From an optimization exercise on the open Yosys and OpenROAD flow, aimed at small area; shortcuts taken in it are not production practice.
In this exercise RTL edits were held to simulation tests only and were not proved equivalent to the original.
No activity file was given, so power comes from the tool's default toggle rates.

## ISE
module ISE(
 input               clk
,input               reset
,input       [4:0]   image_in_index
,input       [23:0]  pixel_in
,output              busy
,output              out_valid
,output      [1:0]   color_index
,output reg  [4:0]   image_out_index
);
Size in the first run: ~720 flip-flops, ~40 I/O pins.
==> module ISE, before the edit <==
module ISE(
 input               clk
,input               reset
,input       [4:0]   image_in_index
,input       [23:0]  pixel_in
,output              busy
,output              out_valid
,output      [1:0]   color_index
,output reg  [4:0]   image_out_index
);
function carry18;
    input [17:0] a;
    input [17:0] b;
    input        cin;
    integer      i;
    reg          c;
    begin
        c = cin;
        for (i = 0; i < 18; i = i + 1)
            c = (a[i] & b[i]) | (a[i] & c) | (b[i] & c);
        carry18 = c;
    end
endfunction
reg     [13:0]  pc;          
reg             bcyc;        
reg             fin;         
assign busy = bcyc | fin;
wire            pc_last  = &pc;
wire            pc_zero5 = ~|pc[4:0];
wire            pc_zero  = ~|pc[13:5] & pc_zero5;
wire            lo_zone  = ~|pc[13:9];                  
wire            step     = lo_zone & (&pc[4:0]);        
wire            sorting  = fin & ~lo_zone;              
wire            after1   = fin & (pc[10] | (pc[9] & (|pc[8:5])));  
wire            freeze   = fin & pc[10] & pc[9] & pc[0];
always @(posedge clk or posedge reset)
begin
    if (reset) begin
        pc   <= 14'd0;
        bcyc <= 1'b0;
        fin  <= 1'b0;
    end else begin
        bcyc <= pc_last;
        fin  <= fin | (pc_last & (&image_in_index));
        if (pc_last | bcyc)
            pc <= 14'd0;
        else if (!freeze)
            pc <= pc + 14'd1;
    end
end
wire    [7:0]   r_data = pixel_in[23:16];
wire    [7:0]   g_data = pixel_in[15: 8];
wire    [7:0]   b_data = pixel_in[ 7: 0];
wire            r_en   = (r_data >= g_data) && (r_data >= b_data);
wire            g_en   = !r_en && (g_data >= b_data);
wire            b_en   = !r_en && !g_en;
wire            cnt_en = !busy && !pc_last;
reg     [13:0]  r_cnt, g_cnt;
reg     [21:0]  r_sum, g_sum, b_sum;
always @(posedge clk)
begin
    r_cnt <= (pc_zero ? 14'd0 : r_cnt) + {13'd0, cnt_en & r_en};
    g_cnt <= (pc_zero ? 14'd0 : g_cnt) + {13'd0, cnt_en & g_en};
    r_sum <= (pc_zero ? 22'd0 : r_sum) + {14'd0, (cnt_en & r_en) ? r_data : 8'd0};
    g_sum <= (pc_zero ? 22'd0 : g_sum) + {14'd0, (cnt_en & g_en) ? g_data : 8'd0};
    b_sum <= (pc_zero ? 22'd0 : b_sum) + {14'd0, (cnt_en & b_en) ? b_data : 8'd0};
end
wire    [13:0]  b_cnt = ~(r_cnt + g_cnt);
wire            r_gt_g = carry18({4'hf, r_cnt}, {4'h0, ~g_cnt}, 1'b0);
wire            g_gt_r = carry18({4'hf, g_cnt}, {4'h0, ~r_cnt}, 1'b0);
wire            r_gt_b = r_cnt[13] | carry18({4'hf, r_cnt[12:0], 1'b0}, {4'h0, g_cnt}, 1'b0);
wire            g_gt_b = g_cnt[13] | carry18({4'hf, g_cnt[12:0], 1'b0}, {4'h0, r_cnt}, 1'b0);
wire            dom_r = r_gt_g && r_gt_b;
wire            dom_g = g_gt_r && g_gt_b;
wire    [1:0]   dom   = dom_r ? 2'd0 : dom_g ? 2'd1 : 2'd2;
wire    [13:0]  n_sel = dom_r ? r_cnt : dom_g ? g_cnt : b_cnt;
wire    [21:0]  s_sel = dom_r ? r_sum : dom_g ? g_sum : b_sum;
reg     [575:0] ring;
wire    [17:0]  tail = ring[575:558];
wire    [4:0]   tidx = pc[4:0];          
reg     [27:0]  xr;
wire    [13:0]  d_r = xr[13:0];
wire    [13:0]  d_n = xr[27:14];
wire    [17:0]  best     = xr[17:0];
wire    [4:0]   best_idx = xr[22:18];
wire    [15:0]  d_t  = {1'b0, d_r, tail[15]} - {2'b00, d_n};
wire            d_ge = ~d_t[15];
wire            sent = after1 && (tidx == image_out_index);
wire    [17:0]  head = bcyc ? {dom, s_sel[7:0], 8'd0} :
                       step ? {tail[17:16], tail[14:0], d_ge} :
                       sent ? {2'd3, tail[15:0]} :
                              tail;
always @(posedge clk)
    ring <= {ring[557:0], head};
wire            take     = (tidx == 5'd0) || carry18(best, ~head, 1'b1);    
wire    [4:0]   bidx_nxt = take ? tidx : best_idx;
always @(posedge clk)
begin
    if (bcyc)
        xr <= {n_sel, s_sel[21:8]};
    else if (step)
        xr[13:0] <= d_ge ? d_t[13:0] : {d_r[12:0], tail[15]};
    else if (sorting && take)
        xr[22:0] <= {tidx, head};
end
wire            pass_end = sorting & (&pc[4:0]);
assign out_valid   = after1 & pc_zero5;
assign color_index = best[17:16];
always @(posedge clk)
    if (pass_end)
        image_out_index <= bidx_nxt;
endmodule
clock: 85.0 ns
lec_check: 0
cap_margin: 20
core_margin: 2
core_utilization: 70
cts_buf_list: sky130_fd_sc_hd__clkbuf_8
cts_cluster_diameter: 60
cts_cluster_size: 16
place_density: 0.8
slew_margin: 20
standard.sh (not shown) runs the stock make flow with config.mk's settings and CLKGATE_MAP_FILE= SYNTH_SCRIPT=/design/flow/synth_recipe.tcl, a recipe that flattens the netlist after the stock synthesis.
==> flow/flow/run.sh <==
#!/bin/bash
# The standard layout (standard.sh), with three changes:
#  - synthesis: the standard flow's script, but ABC maps with flow/area.abc (area oriented) and no
#    adder cells are forced in (ADDER_MAP_FILE empty); registers are unchanged,
#  - port buffers of the smallest buffer cell,
#  - clock tree synthesis without dummy loads.
# Each tool's output goes to ORFS's own logs; make's output to standard_flow.log.
set -euo pipefail
W=$PWD
{ head -n 1 synth_recipe.tcl; cat flow/abc_override.tcl; tail -n +2 synth_recipe.tcl; } > area_synth.tcl
export AREA_ABC_SCRIPT=$W/flow/area.abc
export BUFFER_PORTS_ARGS="-buffer_cell sky130_fd_sc_hd__buf_1"
export CTS_ARGS="-sink_clustering_enable -repair_clock_nets -buf_list sky130_fd_sc_hd__clkbuf_8 -sink_clustering_size 16 -sink_clustering_max_diameter 60 -dont_use_dummy_load"
bash standard.sh SYNTH_SCRIPT=$W/area_synth.tcl ADDER_MAP_FILE= finish > standard_flow.log 2>&1
==> flow/flow/abc_override.tcl <==
# Map with an area-oriented ABC script instead of the one ORFS's synthesis names;
# everything else in the synthesis is the standard one.
proc abc {args} {
  set i [lsearch -exact $args -script]
  if { $i >= 0 } {
    set args [lreplace $args [expr {$i+1}] [expr {$i+1}] $::env(AREA_ABC_SCRIPT)]
  }
  yosys abc {*}$args
}
==> flow/flow/area.abc <==
strash
ifraig
scorr
dc2
strash
dch -f
amap -F 4
strash
dc2
dch -f
amap -F 4
topo
Next try:
--- a/flow/design.v
+++ b/flow/design.v
@@ -28,13 +28,16 @@
 assign busy = bcyc | fin;
 wire            pc_last  = &pc;
 wire            pc_zero5 = ~|pc[4:0];
 wire            pc_zero  = ~|pc[13:5] & pc_zero5;
-wire            lo_zone  = ~|pc[13:9];                  
-wire            step     = lo_zone & (&pc[4:0]);        
-wire            sorting  = fin & ~lo_zone;              
-wire            after1   = fin & (pc[10] | (pc[9] & (|pc[8:5])));  
-wire            freeze   = fin & pc[10] & pc[9] & pc[0];
+wire            ge544    = (|pc[13:10]) | (pc[9] & (|pc[8:5]));   
+wire            ge576    = (|pc[13:10]) | (pc[9] & (|pc[8:6]));   
+wire            visit    = ~ge544 & (&pc[4:0]);                   
+wire            serial   = ~ge544 & (|pc[13:5]) & ~pc[4] & ~(&pc[3:0]);  
+wire            bit14    = pc[3:0] == 4'd14;
+wire            sorting  = fin & ge544;                           
+wire            after1   = fin & ge576;
+wire            freeze   = fin & pc[10] & pc[9] & pc[5] & pc[0];
 always @(posedge clk or posedge reset)
 begin
     if (reset) begin
         pc   <= 14'd0;
@@ -78,32 +81,48 @@
 wire    [21:0]  s_sel = dom_r ? r_sum : dom_g ? g_sum : b_sum;
 reg     [575:0] ring;
 wire    [17:0]  tail = ring[575:558];
 wire    [4:0]   tidx = pc[4:0];          
-reg     [27:0]  xr;
-wire    [13:0]  d_r = xr[13:0];
-wire    [13:0]  d_n = xr[27:14];
+reg     [28:0]  xr;
+wire    [14:0]  d_r = xr[14:0];
+wire    [13:0]  d_n = xr[28:15];
 wire    [17:0]  best     = xr[17:0];
 wire    [4:0]   best_idx = xr[22:18];
-wire    [15:0]  d_t  = {1'b0, d_r, tail[15]} - {2'b00, d_n};
-wire            d_ge = ~d_t[15];
+reg             d_q;         
+reg             d_s;         
+reg             d_c;         
+wire            s_m  = (~bit14 & d_n[0]) ^ d_q;
+wire            s_ci = (pc[3:0] == 4'd0) ? d_q : d_c;
+wire            s_o  = d_s ^ s_m ^ s_ci;
+wire            s_co = (d_s & s_m) | (d_s & s_ci) | (s_m & s_ci);
 wire            sent = after1 && (tidx == image_out_index);
-wire    [17:0]  head = bcyc ? {dom, s_sel[7:0], 8'd0} :
-                       step ? {tail[17:16], tail[14:0], d_ge} :
-                       sent ? {2'd3, tail[15:0]} :
-                              tail;
+wire    [17:0]  head = bcyc  ? {dom, s_sel[7:0], 8'd0} :
+                       visit ? {tail[17:16], tail[14:0], d_q} :
+                       sent  ? {2'd3, tail[15:0]} :
+                               tail;
 always @(posedge clk)
     ring <= {ring[557:0], head};
 wire            take     = (tidx == 5'd0) || carry18(best, ~head, 1'b1);    
 wire    [4:0]   bidx_nxt = take ? tidx : best_idx;
 always @(posedge clk)
 begin
-    if (bcyc)
-        xr <= {n_sel, s_sel[21:8]};
-    else if (step)
-        xr[13:0] <= d_ge ? d_t[13:0] : {d_r[12:0], tail[15]};
-    else if (sorting && take)
+    if (bcyc) begin
+        xr  <= {n_sel, 1'b0, s_sel[21:8]};
+        d_q <= 1'b1;
+    end else if (serial) begin
+        xr[14:0] <= {s_o, d_r[14:1]};
+        if (!bit14)
+            xr[28:15] <= {d_n[0], d_n[13:1]};
+        else
+            d_q <= ~s_o;
+    end else if (sorting && take)
         xr[22:0] <= {tidx, head};
+    if (visit)
+        d_s <= tail[15];
+    else if (serial)
+        d_s <= d_r[0];
+    if (serial)
+        d_c <= s_co;
 end
 wire            pass_end = sorting & (&pc[4:0]);
 assign out_valid   = after1 & pc_zero5;
 assign color_index = best[17:16];
Effect: The new run went through all stages and came out clean; worst setup slack gets better by 0.69 ns; via count drops by 6.1%; total power hardly moves; wire length drops by 13%; core utilization drops by 0.11 points; sequential power stays flat; worst hold slack gets better by 0.0098 ns; synthesized cell count drops by 2.3%; cell area drops by 0.68%; final cell count drops by 1.7%.

## afterwards: timing with drivers on the ports
No port has a modelled driver above. Below, the same layouts with a new extraction and two added sets of constraints.
Step 1 assumes that a clkbuf_16 drives the clock port and a buf_2 every other input.
Step 2 moves the port delays by t, midway between the first and last clock arrival at a register: inputs arrive t later, outputs are due t later. That takes back most of the time a late clock gives input paths.
Three values: no drivers, after step 1, after step 2; two values: the first two.
run | t, ns | slack for setup (ns) | worst setup path after step 2 | latest minus earliest clock arrival (ns) | slew at the worst register clock pin (ns)
the first run | 0.625 | 61.340 / 61.365 / 60.739 | input to register | 0.080 / 0.079 | 0.11 / 0.11
the second run | 0.611 | 62.026 / 62.051 / 61.440 | input to register | 0.075 / 0.075 | 0.10 / 0.10
After both steps setup and hold are still met in every run listed. The setup slack of the first run, which loses most, moves by +0.025 ns with the drivers and by -0.601 ns with both steps.
